This is an optimization exercise on Yosys and OpenROAD, whose aim is small area, not a production implementation.
RTL that was checked went through simulation tests only; none was proved equivalent to the original.
Power is estimated from default activity; no workload was simulated.

==> flow/design.v <==
module AddRawFN(
  input         clock,
  input         reset,
  input         io_a_isNaN,
  input         io_a_isInf,
  input         io_a_isZero,
  input  [8:0]  io_a_exp,
  input  [22:0] io_a_sig,
  input         io_b_isNaN,
  input         io_b_isInf,
  input         io_b_isZero,
  input  [8:0]  io_b_exp,
  input  [22:0] io_b_sig,
  output        io_invalidExc,
  output        io_rawOut_isNaN,
  output        io_rawOut_isInf,
  output        io_rawOut_isZero,
  output [8:0]  io_rawOut_exp,
  output [22:0] io_rawOut_sig
);
  wire sNaN_a = io_a_isNaN & ~io_a_isInf & ~io_a_isZero & (&io_a_exp[7:0]) & ~io_a_sig[22] & (|io_a_sig[21:0]);
  wire sNaN_b = io_b_isNaN & ~io_b_isInf & ~io_b_isZero & (&io_b_exp[7:0]) & ~io_b_sig[22] & (|io_b_sig[21:0]);
  wire [3:0] flags = {sNaN_a | sNaN_b | (io_a_isInf & io_b_isZero) | (io_a_isZero & io_b_isInf),
                      io_a_isNaN | io_b_isNaN, io_a_isInf | io_b_isInf, io_a_isZero | io_b_isZero};
  wire [9:0] d = {1'b0, io_a_exp} - {1'b0, io_b_exp};
  wire swap = d[9];
  wire [8:0] nd = ~d[8:0];
  wire far = swap ? (nd >= 9'd24) : (d[8:0] >= 9'd25);
  wire [4:0] m = d[4:0] ^ {5{swap}};
  wire sel_a = swap & ~far;
  wire sel_b = ~swap & ~far;
  wire [24:0] xa = {2'b01, io_a_sig};
  wire [24:0] xb = {1'b1, io_b_sig, 1'b0};
  wire [24:0] X = ({25{sel_a}} & xa) | ({25{sel_b}} & xb);
  wire [8:0] E = swap ? io_b_exp : io_a_exp;
  wire [22:0] L = swap ? io_b_sig : io_a_sig;
  wire [47:0] W = {X, 23'h0} >> m;
  wire [23:0] A = {1'b1, L};
  wire [23:0] B = W[47:24];
  wire Tg = W[23];
  wire Tst = |W[22:1];
  wire [23:0] s1;
  wire [24:0] cc;
  wire [11:0] c1;
  genvar i;
  generate for (i = 0; i < 24; i = i + 1) begin : rip
    wire ci = (i == 0 || i == 2 || i == 4 || i == 6 || i == 8 || i == 10 || i == 12 || i == 14 || i == 16 || i == 18 || i == 20 || i == 22) ? 1'b0 : cc[i];
    assign s1[i] = A[i] ^ B[i] ^ ci;
    assign cc[i+1] = (A[i] & B[i]) | (ci & (A[i] ^ B[i]));
  end endgenerate
  assign c1[0] = cc[2];
  assign c1[1] = cc[4];
  assign c1[2] = cc[6];
  assign c1[3] = cc[8];
  assign c1[4] = cc[10];
  assign c1[5] = cc[12];
  assign c1[6] = cc[14];
  assign c1[7] = cc[16];
  assign c1[8] = cc[18];
  assign c1[9] = cc[20];
  assign c1[10] = cc[22];
  assign c1[11] = cc[24];
  reg [23:0] q_s;
  reg [11:0] q_c;
  reg        q_g, q_st;
  reg [8:0]  q_e;
  reg [3:0]  q_f;
  always @(posedge clock) begin
    q_s <= s1;
    q_c <= c1;
    q_g <= Tg;
    q_st <= Tst;
    q_e <= E;
    q_f <= flags;
  end
  wire bp0 = &q_s[1:0];
  wire bp1 = &q_s[3:2];
  wire bp2 = &q_s[5:4];
  wire bp3 = &q_s[7:6];
  wire bp4 = &q_s[9:8];
  wire bp5 = &q_s[11:10];
  wire bp6 = &q_s[13:12];
  wire bp7 = &q_s[15:14];
  wire bp8 = &q_s[17:16];
  wire bp9 = &q_s[19:18];
  wire bp10 = &q_s[21:20];
  wire bp11 = &q_s[23:22];
  wire gp1 = 1'b0, pp1 = 1'b1;
  wire gp2 = q_c[1] | (bp1 & gp1);
  wire pp2 = bp1 & pp1;
  wire gp3 = q_c[2] | (bp2 & gp2);
  wire pp3 = bp2 & pp2;
  wire gp4 = q_c[3] | (bp3 & gp3);
  wire pp4 = bp3 & pp3;
  wire gp5 = q_c[4] | (bp4 & gp4);
  wire pp5 = bp4 & pp4;
  wire gp6 = q_c[5] | (bp5 & gp5);
  wire pp6 = bp5 & pp5;
  wire gp7 = q_c[6] | (bp6 & gp6);
  wire pp7 = bp6 & pp6;
  wire gp8 = q_c[7] | (bp7 & gp7);
  wire pp8 = bp7 & pp7;
  wire gp9 = q_c[8] | (bp8 & gp8);
  wire pp9 = bp8 & pp8;
  wire gp10 = q_c[9] | (bp9 & gp9);
  wire pp10 = bp9 & pp9;
  wire gp11 = q_c[10] | (bp10 & gp10);
  wire pp11 = bp10 & pp10;
  wire gp12 = q_c[11] | (bp11 & gp11);
  wire pp12 = bp11 & pp11;
  wire up0 = q_g & (q_st | q_s[0]);
  wire up1 = q_s[0] & (q_g | q_st | q_s[1]);
  wire ovf = gp12 | (pp12 & q_c[0]);
  wire rnz = ovf ? up1 : up0;
  wire [1:0] r0 = ovf ? {up1, 1'b0} : {1'b0, up0};
  wire co0 = q_c[0] | (bp0 & rnz);
  wire [23:0] V;
  assign V[1:0] = q_s[1:0] + r0;
  wire ci1 = gp1 | (pp1 & co0);
  assign V[3:2] = q_s[3:2] + {1'd0, ci1};
  wire ci2 = gp2 | (pp2 & co0);
  assign V[5:4] = q_s[5:4] + {1'd0, ci2};
  wire ci3 = gp3 | (pp3 & co0);
  assign V[7:6] = q_s[7:6] + {1'd0, ci3};
  wire ci4 = gp4 | (pp4 & co0);
  assign V[9:8] = q_s[9:8] + {1'd0, ci4};
  wire ci5 = gp5 | (pp5 & co0);
  assign V[11:10] = q_s[11:10] + {1'd0, ci5};
  wire ci6 = gp6 | (pp6 & co0);
  assign V[13:12] = q_s[13:12] + {1'd0, ci6};
  wire ci7 = gp7 | (pp7 & co0);
  assign V[15:14] = q_s[15:14] + {1'd0, ci7};
  wire ci8 = gp8 | (pp8 & co0);
  assign V[17:16] = q_s[17:16] + {1'd0, ci8};
  wire ci9 = gp9 | (pp9 & co0);
  assign V[19:18] = q_s[19:18] + {1'd0, ci9};
  wire ci10 = gp10 | (pp10 & co0);
  assign V[21:20] = q_s[21:20] + {1'd0, ci10};
  wire ci11 = gp11 | (pp11 & co0);
  assign V[23:22] = q_s[23:22] + {1'd0, ci11};
  wire V24 = gp12 | (pp12 & co0);
  wire [22:0] F = V24 ? V[23:1] : V[22:0];
  wire [8:0] Eo = q_e + {8'h0, V24};
  reg [35:0] p2, p3, p4, p5, p6;
  always @(posedge clock) begin
    p2 <= {q_f, Eo, F};
    p3 <= p2;
    p4 <= p3;
    p5 <= p4;
    p6 <= p5;
  end
  assign {io_invalidExc, io_rawOut_isNaN, io_rawOut_isInf, io_rawOut_isZero, io_rawOut_exp, io_rawOut_sig} = p6;
endmodule
Settings: LEC_CHECK=0, ABC_AREA=1, CAP_MARGIN=20, CORE_MARGIN=2, CORE_UTILIZATION=40, GPL_TIMING_DRIVEN=0, SLEW_MARGIN=20; clock period 4.0 ns.
standard.sh (not shown) runs the stock make flow with config.mk's settings and CLKGATE_MAP_FILE= SYNTH_SCRIPT=/design/flow/synth_recipe.tcl, a recipe that flattens the netlist after the stock synthesis.
==> flow/flow/run.sh <==
#!/bin/bash
# Standard ORFS layout, but with plain buf_1 cells as the port buffers instead of the
# delay cells buffer_ports would otherwise pick. Full make output goes to standard.log.
set -euo pipefail
bash standard.sh "BUFFER_PORTS_ARGS=-buffer_cell sky130_fd_sc_hd__buf_1" finish > standard.log 2>&1
Then changed:
Settings changed: GPL_TIMING_DRIVEN 0 to not set.
What happened: The changed run passed the timing, design-rule and antenna checks; synthesized cell count does not change; non-clock buffer count rose by 36; worst setup slack gets better by 0.024 ns; cell area rose by 2.4%; combinational power rose by about 3%.
Then changed:
==> flow/run.sh (new file) <==
#!/bin/bash
# synth_recipe.tcl (not shown) runs the flow's synth.tcl, then flattens the netlist and writes it again
# the make line also repeats each setting of config.mk as NAME=value (left out here)
make -C /OpenROAD-flow-scripts/flow DESIGN_CONFIG=/design/flow/config.mk WORK_HOME=/design/flow/orfs CLKGATE_MAP_FILE= SYNTH_SCRIPT=/design/flow/synth_recipe.tcl finish
removed: flow/flow/run.sh
removed: flow/standard.sh
After rerunning: The new run completed with no timing, DRC or antenna violations. Via count went up slightly. Clock power stays flat. Total power is higher by a few percent. Setup slack improved by 0.020 ns. First-iteration DRC count fell by about a fifth.
Then changed:
==> flow/flow/run.sh (new file) <==
#!/bin/bash
# Standard ORFS layout, but with plain buf_1 cells as the port buffers instead of the
# delay cells buffer_ports would otherwise pick. Full make output goes to standard.log.
set -euo pipefail
bash standard.sh "BUFFER_PORTS_ARGS=-buffer_cell sky130_fd_sc_hd__buf_1" finish > standard.log 2>&1
==> flow/standard.sh (new file) <==
#!/bin/bash
# synth_recipe.tcl (not shown) runs the flow's synth.tcl, then flattens the netlist and writes it again
# the make line also repeats each setting of config.mk as NAME=value (left out here)
make -C /OpenROAD-flow-scripts/flow DESIGN_CONFIG=/design/flow/config.mk WORK_HOME=/design/flow/orfs CLKGATE_MAP_FILE= SYNTH_SCRIPT=/design/flow/synth_recipe.tcl "${@:-finish}"
Settings changed: CTS_BUF_LIST set to sky130_fd_sc_hd__clkbuf_4.
removed: flow/run.sh
Global-route usage went down by 0.87 points. Cell area went down by 12%. Maximum frequency went up by 3.5%. Register-to-register slack gains 0.11 ns. Area after synthesis does not change. Wire length went down by 5.7%. Clock skew went up by 0.013 ns. Total power went down by 10%. Non-clock buffer count went down by 23.

* * *

Setup of exp/sierra:
// AddRawFN: RTL as listed in full above, without the edits since
Settings: LEC_CHECK=0, ABC_AREA=1, CAP_MARGIN=20, CORE_MARGIN=2, CORE_UTILIZATION=40, CTS_BUF_LIST=sky130_fd_sc_hd__clkbuf_8, SLEW_MARGIN=20; clock period 4.0 ns.
==> flow/flow/run.sh <==
#!/bin/bash
# Standard ORFS layout, but with plain buf_1 cells as the port buffers instead of the
# delay cells buffer_ports would otherwise pick. Full make output goes to standard.log.
set -euo pipefail
bash standard.sh "BUFFER_PORTS_ARGS=-buffer_cell sky130_fd_sc_hd__buf_1" finish > standard.log 2>&1
In summary, exp/sierra completed successfully, with a layout that passed the timing, design-rule and antenna checks.
For exp/raven, these inputs were changed with respect to exp/sierra:
==> flow/run.sh (new file) <==
#!/bin/bash
# synth_recipe.tcl (not shown) runs the flow's synth.tcl, then flattens the netlist and writes it again
# the make line also repeats each setting of config.mk as NAME=value (left out here)
make -C /OpenROAD-flow-scripts/flow DESIGN_CONFIG=/design/flow/config.mk WORK_HOME=/design/flow/orfs CLKGATE_MAP_FILE= SYNTH_SCRIPT=/design/flow/synth_recipe.tcl finish
diff --git a/flow/config.mk b/flow/config.mk
--- a/flow/config.mk
+++ b/flow/config.mk
@@ -9,5 +9,5 @@
 export CAP_MARGIN = 20
 export CORE_MARGIN = 2
-export CORE_UTILIZATION = 40
-export CTS_BUF_LIST = sky130_fd_sc_hd__clkbuf_8
+export CORE_UTILIZATION = 60
+export GPL_TIMING_DRIVEN = 0
 export SLEW_MARGIN = 20
removed: flow/flow/run.sh
removed: flow/standard.sh
Notes after the runs:
- Per the comparison of exp/raven with exp/sierra, sequential share of layout area saw a decrease; tightest hold margin saw an increase; final worst clock skew saw little to no change.
- Taking exp/sierra as the reference, in exp/raven fraction of standard cell area in multi-input logic rose by 2.6 points, count of final setup violators rose by 12, number of buffers and inverters on the critical path fell by 3, final worst slack fell by 0.43 ns.
- Sort exp/raven and exp/sierra by chip width, descending, and exp/sierra comes first.
- Although it ran to completion, exp/raven produced a layout that fails the final checks because of setup timing.
- Lower global-route usage among exp/raven and exp/sierra: exp/sierra
- Higher minimum clock period after layout among exp/raven and exp/sierra: exp/raven
- Global-route wire length before repair, exp/raven and exp/sierra, lower one = exp/sierra.
#### Input delta (exp/amber over exp/raven)
==> flow/flow/run.sh (new file) <==
#!/bin/bash
# Standard ORFS layout, but with plain buf_1 cells as the port buffers instead of the
# delay cells buffer_ports would otherwise pick. Full make output goes to standard.log.
set -euo pipefail
bash standard.sh "BUFFER_PORTS_ARGS=-buffer_cell sky130_fd_sc_hd__buf_1" finish > standard.log 2>&1
==> flow/standard.sh (new file) <==
#!/bin/bash
# synth_recipe.tcl (not shown) runs the flow's synth.tcl, then flattens the netlist and writes it again
# the make line also repeats each setting of config.mk as NAME=value (left out here)
make -C /OpenROAD-flow-scripts/flow DESIGN_CONFIG=/design/flow/config.mk WORK_HOME=/design/flow/orfs CLKGATE_MAP_FILE= SYNTH_SCRIPT=/design/flow/synth_recipe.tcl "${@:-finish}"
diff --git a/flow/config.mk b/flow/config.mk
--- a/flow/config.mk
+++ b/flow/config.mk
@@ -9,5 +9,7 @@
 export CAP_MARGIN = 20
 export CORE_MARGIN = 2
-export CORE_UTILIZATION = 60
+export CORE_UTILIZATION = 40
+export CTS_CLUSTER_DIAMETER = 100
+export CTS_CLUSTER_SIZE = 30
 export GPL_TIMING_DRIVEN = 0
 export SLEW_MARGIN = 20
removed: flow/run.sh
[summary]
exp/amber was carried through to the last stage, and its layout satisfied the timing, design-rule and antenna checks.
Diff exp/raven -> exp/amber | floorplan die area | up by more than a quarter
The cell with the largest stage delay on the worst path comes out fa_1 in one run and dfxtp_2 in the other, namely in exp/amber and exp/raven respectively.
Compared with exp/raven, final area in exp/amber decreased by more than 10%.
Between exp/amber and exp/raven, it is exp/amber whose hold slack is higher, by 0.0035 ns.
Total track usage: exp/amber and exp/raven compared, higher one is exp/raven
Compared with exp/raven, exp/amber shows routed length on met3 that has gone down by more than half.
The final clock period utilization by the worst path reported for exp/amber is smaller than that of exp/raven by 8.2 points.
exp/amber vs exp/raven: final setup slack of the worst path up
exp/amber ended up with a lower clock-buffer cell count than exp/raven did.
Relative to exp/amber, the following input files were edited for exp/yarrow:
diff --git a/flow/config.mk b/flow/config.mk
--- a/flow/config.mk
+++ b/flow/config.mk
@@ -10,6 +10,6 @@
 export CORE_MARGIN = 2
 export CORE_UTILIZATION = 40
-export CTS_CLUSTER_DIAMETER = 100
-export CTS_CLUSTER_SIZE = 30
+export CTS_CLUSTER_DIAMETER = 150
+export CTS_CLUSTER_SIZE = 40
 export GPL_TIMING_DRIVEN = 0
 export SLEW_MARGIN = 20
exp/yarrow finished all stages; the layout is clean. exp/amber → exp/yarrow: clock latency at the later pin of the worst-skew pair now sits higher; wire length of the first global-routing pass now sits at about the same level; via count of the first global-routing pass now sits lower.

* * *

== onyx ==
AddRawFN, a different RTL version from the one above (not shown whole).
Size in the first run: roughly 220 flip-flops, about 110 I/O pins, about 0.0099 sq mm of cells after synthesis.
make LEC_CHECK=0 ABC_AREA=1 CAP_MARGIN=20 CORE_MARGIN=2 CORE_UTILIZATION=40 SLEW_MARGIN=20 finish   # period 4.0 ns
run.sh (not shown) runs the stock make flow with config.mk's settings and CLKGATE_MAP_FILE= SYNTH_SCRIPT=/design/flow/synth_recipe.tcl, a recipe that flattens the netlist after the stock synthesis.
Stock flow here: none of the scripts above is used.
onyx -> stages 100% | layout checks FAIL | negative setup slack
--- input diff onyx..cedar ---
- ABC_AREA: 1 -> unset
Findings:
To summarise cedar: no stage aborted, but the layout did not pass its checks, failing on negative setup slack.
Going from onyx to cedar, placed standard-cell area picked up an extra 3.9%; post-route clock period utilization climbed 8.9 points; headroom to the max-slew limit has decreased.
Global-route usage: cedar vs onyx, no meaningful difference
Relative to onyx, cedar degrades worst hold slack.
Against onyx, cedar comes in 2 lower on number of iterations in the first detailed-routing pass.
Function was not checked in any run of this note: the RTL went through the layout flow alone.

* * *

AddRawFN, a different RTL version from the one above (not shown whole).
Size in the first run: ~110 I/O pins.
clock: 4.0 ns
lec_check: 0
abc_area: 0
cap_margin: 20
core_margin: 2
core_utilization: 55
cts_buf_list: sky130_fd_sc_hd__clkbuf_8
cts_cluster_diameter: 60
cts_cluster_size: 20
gpl_timing_driven: 1
slew_margin: 20
synth_hierarchical: 1
synth_minimum_keep_size: 0
standard.sh (not shown) runs the stock make flow with config.mk's settings and CLKGATE_MAP_FILE= SYNTH_SCRIPT=/design/flow/synth_recipe.tcl, a recipe that flattens the netlist after the stock synthesis.
==> flow/flow/run.sh <==
#!/bin/bash
# Standard ORFS layout, but with plain buf_1 cells as the port buffers instead of the
# delay cells buffer_ports would otherwise pick. Full make output goes to standard.log.
set -euo pipefail
bash standard.sh "BUFFER_PORTS_ARGS=-buffer_cell sky130_fd_sc_hd__buf_1" finish > standard.log 2>&1
Next try:
--- a/flow/config.mk
+++ b/flow/config.mk
@@ -15 +15,3 @@
-export GPL_TIMING_DRIVEN = 1
+export GPL_TIMING_DRIVEN = 0
+export PLACE_DENSITY = 0.75
+export SETUP_SLACK_MARGIN = 0.08
Final cell count came out lower by 2.7%.
Area after synthesis is unchanged.
Wire length came out lower by about 3%.
Combinational power hardly moves.
Via count came out lower by about 2.2%.
Design area came out lower by about 0.8%.
Non-clock buffer count came out lower by 36.
Hold slack gets better by 8.9 ps.
Sequential power hardly moves.

[afterwards: timing with drivers on the ports]
How much do the figures lean on ideal ports? The routed layouts below were timed once more, with nothing changed but the port constraints. Step 1: set_driving_cell puts a clkbuf_16 on clock and a buf_2 on each other input, an assumption about the parent block. Step 2 adds t to the input delays and takes it off the output delays; t is the mean of the earliest and latest rising clock arrival at the registers after step 1. Input paths then give back, and output paths get back, about the clock's delay inside the block. Three values: ideal ports, drivers, drivers and shift; two values: the first two.
run	t, ns	setup slack, ns	latest minus earliest clock arrival (ns)	cell pins on the clock port's net
the first run of note 1	0.516	0.136 / 0.148 / -0.369	0.005 / 0.005	1
the second run of note 1	0.514	0.159 / 0.172 / -0.342	0.006 / 0.006	1
the third run of note 1	0.502	0.179 / 0.174 / -0.328	0.009 / 0.008	1
the fourth run of note 1	0.595	0.307 / 0.307 / -0.289	0.022 / 0.021	1
exp/sierra	0.553	0.226 / 0.230 / -0.323	0.018 / 0.018	1
exp/raven	0.541	-0.202 / -0.202 / -0.492	0.022 / 0.022	1
exp/amber	0.479	0.127 / 0.146 / -0.333	0.010 / 0.010	1
exp/yarrow	0.491	0.169 / 0.180 / -0.311	0.012 / 0.012	1
onyx	0.536	-0.131 / -0.131 / -0.457	0.019 / 0.019	1
cedar	0.538	-0.487 / -0.493 / -1.032	0.024 / 0.023	1
the first run of note 4	0.528	0.281 / 0.281 / -0.019	0.021 / 0.021	1
the second run of note 4	0.528	0.175 / 0.189 / -0.339	0.023 / 0.023	1
Met with ideal ports but missed after step 2: setup timing in 9 of these runs. The setup slack of the fourth run of note 1, which loses most, moves by 0.000 ns with the drivers and by -0.596 ns with both steps.
